Source: an optimization exercise on an open RTL-to-GDS flow (aim: small area and a short achievable clock period). Production flows keep margins and buffers that such runs may drop.
RTL that was checked went through simulation tests only; none was proved equivalent to the original.
Power is estimated from default activity; no workload was simulated.

==> job 298: inputs <==
==> flow/design.v (excerpt) <==
module CannyEdge(dAddrRegRow, dAddrRegCol, bWE, bCE, InData, OutData,
	OPMode, bOPEnable, dReadReg, dWriteReg,	clk, rst_b);
input 	[2:0]	dAddrRegRow, dAddrRegCol;
input		bWE, bCE;
input 	[7:0] 	InData;
output 	[7:0] 	OutData;
reg     [7:0] 	OutData;
input 	[2:0]	OPMode;
input 		bOPEnable;
input 	[3:0]	dReadReg, dWriteReg;
input		clk, rst_b;
reg [7:0] regX [0:24];
reg [1:0] y6c;			 
reg z2, z6, z10, z18;		 
reg [1:0] st;			 
reg [1:0] pc;			 
reg [1:0] dc;			 
reg [7:0] Out_gf, Out_gradient;
reg [1:0] Out_dir;		 
reg       Out_bThres;
reg [12:0] gs0, gs1, gs2, gs3, gs4;	 
reg signed [10:0] Gx, Gy;
wire [7:0] rdec = 8'd1 << dAddrRegRow;
wire [7:0] cdec = 8'd1 << dAddrRegCol;
reg  [24:0] hit;
integer hr, hc;
always @(*) begin
	hit = 25'd0;
	for (hr = 0; hr < 8; hr = hr + 1)
		for (hc = 0; hc < 8; hc = hc + 1)
			if (hr*5 + hc <= 24)
				hit[hr*5 + hc] = hit[hr*5 + hc] | (rdec[hr] & cdec[hc]);
end
wire step   = bCE & ~bOPEnable;
wire m_gau  = OPMode == 3'd0;
wire m_sob  = OPMode == 3'd1;
wire m_nms  = OPMode == 3'd2;
wire m_hys  = OPMode == 3'd3;
  ...
==> flow/config.mk <==
export PLATFORM = sky130hd
export DESIGN_NAME = CannyEdge
export DESIGN_NICKNAME = CannyEdge
export VERILOG_FILES = /design/flow/design.v
export SDC_FILE = /design/flow/constraint.sdc
export NUM_CORES = 4
export LEC_CHECK = 0
export ABC_AREA = 1
export CAP_MARGIN = 20
export CORE_MARGIN = 2
export CORE_UTILIZATION = 40
export SLEW_MARGIN = 20
==> flow/constraint.sdc <==
create_clock -name core_clock -period 10.0 [get_ports {clk}]
set_input_delay 2.0000 -clock core_clock [delete_from_list [all_inputs] [get_ports {clk}]]
set_output_delay 2.0000 -clock core_clock [all_outputs]
set_load 0.01 [all_outputs]
standard.sh (not shown) runs the stock make flow with config.mk's settings and CLKGATE_MAP_FILE= SYNTH_SCRIPT=/design/flow/synth_recipe.tcl, a recipe that flattens the netlist after the stock synthesis.
==> flow/flow/run.sh <==
#!/bin/bash
# Layout flow: the standard flow (standard.sh), unchanged synthesis, plus
#  1. fapol.py on the synthesized netlist: full adders are self-dual, so
#     each fa cell may be fed complemented inputs and give complemented
#     outputs; fapol picks the polarities that need the fewest inverters
#     and rewrites the netlist (registers and ports untouched).
#  2. port buffers of a plain buffer cell (buf_2) instead of the default pick,
#  3. the resizer's setup margin raised so repair_timing keeps shortening
#     the critical paths past the 10 ns constraint,
#  4. a clock tree of smaller buffers and no dummy loads.
# Each tool's output goes to a log file in this folder.
set -u
R=orfs/results/${FLOW_PLATFORM:-sky130hd}/CannyEdge/base
export BUFFER_PORTS_ARGS="-buffer_cell sky130_fd_sc_hd__buf_2"
export SETUP_SLACK_MARGIN=${MARGIN:-6.2}
export CTS_ARGS="-sink_clustering_enable -repair_clock_nets -dont_use_dummy_load -buf_list sky130_fd_sc_hd__clkbuf_8 -sink_clustering_size 16 -sink_clustering_max_diameter 60"
bash standard.sh synth > synth.log 2>&1 || exit 1
if python3 flow/fapol.py $R/1_2_yosys.v $R/1_2_yosys_fapol.v > fapol.log 2>&1; then
  cp $R/1_2_yosys.v $R/1_2_yosys_std.v
  cp $R/1_2_yosys_fapol.v $R/1_2_yosys.v
  rm -f $R/1_synth.odb $R/1_synth.sdc
fi
bash standard.sh > standard.log 2>&1
Other scripts of this flow, unchanged in this note and not shown: flow/flow/fapol.py
==> job 2367: changes against job 298 <==
--- a/flow/flow/run.sh
+++ b/flow/flow/run.sh
@@ -10,11 +10,11 @@
 #  4. a clock tree of smaller buffers and no dummy loads.
 # Each tool's output goes to a log file in this folder.
 set -u
 R=orfs/results/${FLOW_PLATFORM:-sky130hd}/CannyEdge/base
 export BUFFER_PORTS_ARGS="-buffer_cell sky130_fd_sc_hd__buf_2"
-export SETUP_SLACK_MARGIN=${MARGIN:-6.2}
+export SETUP_SLACK_MARGIN=${MARGIN:-6.0}
 export CTS_ARGS="-sink_clustering_enable -repair_clock_nets -dont_use_dummy_load -buf_list sky130_fd_sc_hd__clkbuf_8 -sink_clustering_size 16 -sink_clustering_max_diameter 60"
 bash standard.sh synth > synth.log 2>&1 || exit 1
 if python3 flow/fapol.py $R/1_2_yosys.v $R/1_2_yosys_fapol.v > fapol.log 2>&1; then
   cp $R/1_2_yosys.v $R/1_2_yosys_std.v
   cp $R/1_2_yosys_fapol.v $R/1_2_yosys.v
==> job 7712: changes against job 298 <==
--- a/flow/design.v
+++ b/flow/design.v
@@ -477,14 +477,14 @@
 assign gsum0 = {1'b1, 1'b1, g_422, g_412, g_411, g_393, g_367, g_339, g_307, g_273, g_241, g_190, g_172};
 assign gsum1 = {1'b0, g_430, g_424, g_414, g_413, g_370, g_342, g_310, g_280, g_275, g_216, g_211, g_187};
 assign gsum2 = {1'b0, 1'b0, g_428, g_425, g_396, g_372, g_344, g_312, g_278, g_248, g_243, g_213, g_189};
 assign gsum3 = {1'b0, 1'b0, g_426, g_416, g_398, g_395, g_369, g_341, g_309, g_277, g_245, g_215, glow[2]};
 assign gsum4 = {1'b0, 1'b0, g_429, g_427, g_415, g_397, g_371, g_343, g_311, g_279, g_247, g_217, g_191};
-wire signed [10:0] gx_n = {3'b0, x2} + {3'b0, x12} + {2'b0, x7, 1'b0}
-                        - {3'b0, x0} - {3'b0, x10} - {2'b0, x5, 1'b0};
-wire signed [10:0] gy_n = {3'b0, x0} + {3'b0, x2} + {2'b0, x1, 1'b0}
-                        - {3'b0, x10} - {3'b0, x12} - {2'b0, x11, 1'b0};
+wire [10:0] sp = {3'b0, x2} - {3'b0, x10};
+wire [10:0] sq = {3'b0, x12} - {3'b0, x0};
+wire [10:0] gx_n = sp + sq + {2'b0, x7, 1'b0} - {2'b0, x5, 1'b0};
+wire [10:0] gy_n = sp - sq + {2'b0, x1, 1'b0} - {2'b0, x11, 1'b0};
 wire sx = Gx[10], sy = Gy[10];
 wire [10:0] A = Gx ^ {11{sx}};
 wire [10:0] B = Gy ^ {11{sy}};
 wire sg_1 = A[0] ^ B[0] ^ sx;
 wire sg_2 = (A[0] & B[0]) | (A[0] & sx) | (B[0] & sx);
Settings changed: ABC_AREA 1 to default.
==> notes.md <==
| item | job 298 | job 2367 | job 7712 |
|---|---|---|---|
| Result of the run | timing/DRC/antenna clean | timing/DRC/antenna clean | timing/DRC/antenna clean |
| Sequential power | 0.00152 W | 0.00152 W | 0.00148 W |
| Post-detail-place hpwl | 61600 µm | 61700 µm | 59400 µm |
| Clock tree sinks | 317 | 317 | 316 |
| Static Leak | 9.65 nW | 9.44 nW | 9.19 nW |
| Maximum resistive drop on vdd | 0.0880 mV | 0.0914 mV | 0.0952 mV |
| Number of nets at the end of the flow | 2487 | 2442 | 2164 |
| Buffering stage count on the worst path with inverters included | 0 | 0 | 2 |
| Final critical-path share of the clock period | 38.3% | 39.6% | 43.1% |
| Amount of wire on met3 after detailed routing | 6790 µm | 6990 µm | 7710 µm |
| Post-route met1 wirelength | 31000 µm | 30700 µm | 30100 µm |
| Area of all sequential standard cells | 9400 µm² | 9400 µm² | 9380 µm² |
| Insertion delay of the later-clocked pin in the worst-skew pair | 0.65 ns | 0.68 ns | 0.64 ns |
| Sw Share | 27.6% | 27.7% | 23.6% |
| End point of the worst hold path | dc[0] | Out_gradient[4] | Out_gradient[5] |
For job 7712, only the layout was checked, not whether the RTL still works.

## static timing again, ports no longer ideal
How much do the figures lean on ideal ports? The routed layouts below were timed once more, with nothing changed but the port constraints.
Step 1, drivers: a clkbuf_16 drives clk and a buf_2 each remaining input, both assumed.
Step 2 moves the port delays by t, midway between the first and last clock arrival at a register: inputs arrive t later, outputs are due t later. That takes back most of the time a late clock gives input paths.
Slacks: ideal ports / drivers / drivers and shift; pairs: ideal ports / drivers.
run	t (ns)	setup slack, ns	worst setup path at the end	worst register clock-pin slew, ns	pins driven straight from the clock port
job 298	0.664	6.174 / 6.174 / 5.667	input to register	0.10 / 0.10	1
job 2367	0.683	6.040 / 6.040 / 5.495	input to register	0.11 / 0.11	1
job 7712	0.665	5.689 / 5.689 / 5.592	input to register	0.11 / 0.11	1
After both steps setup and hold are still met in every run listed. The setup slack of job 2367, which loses most, moves by 0.000 ns with the drivers and by -0.545 ns with both steps.
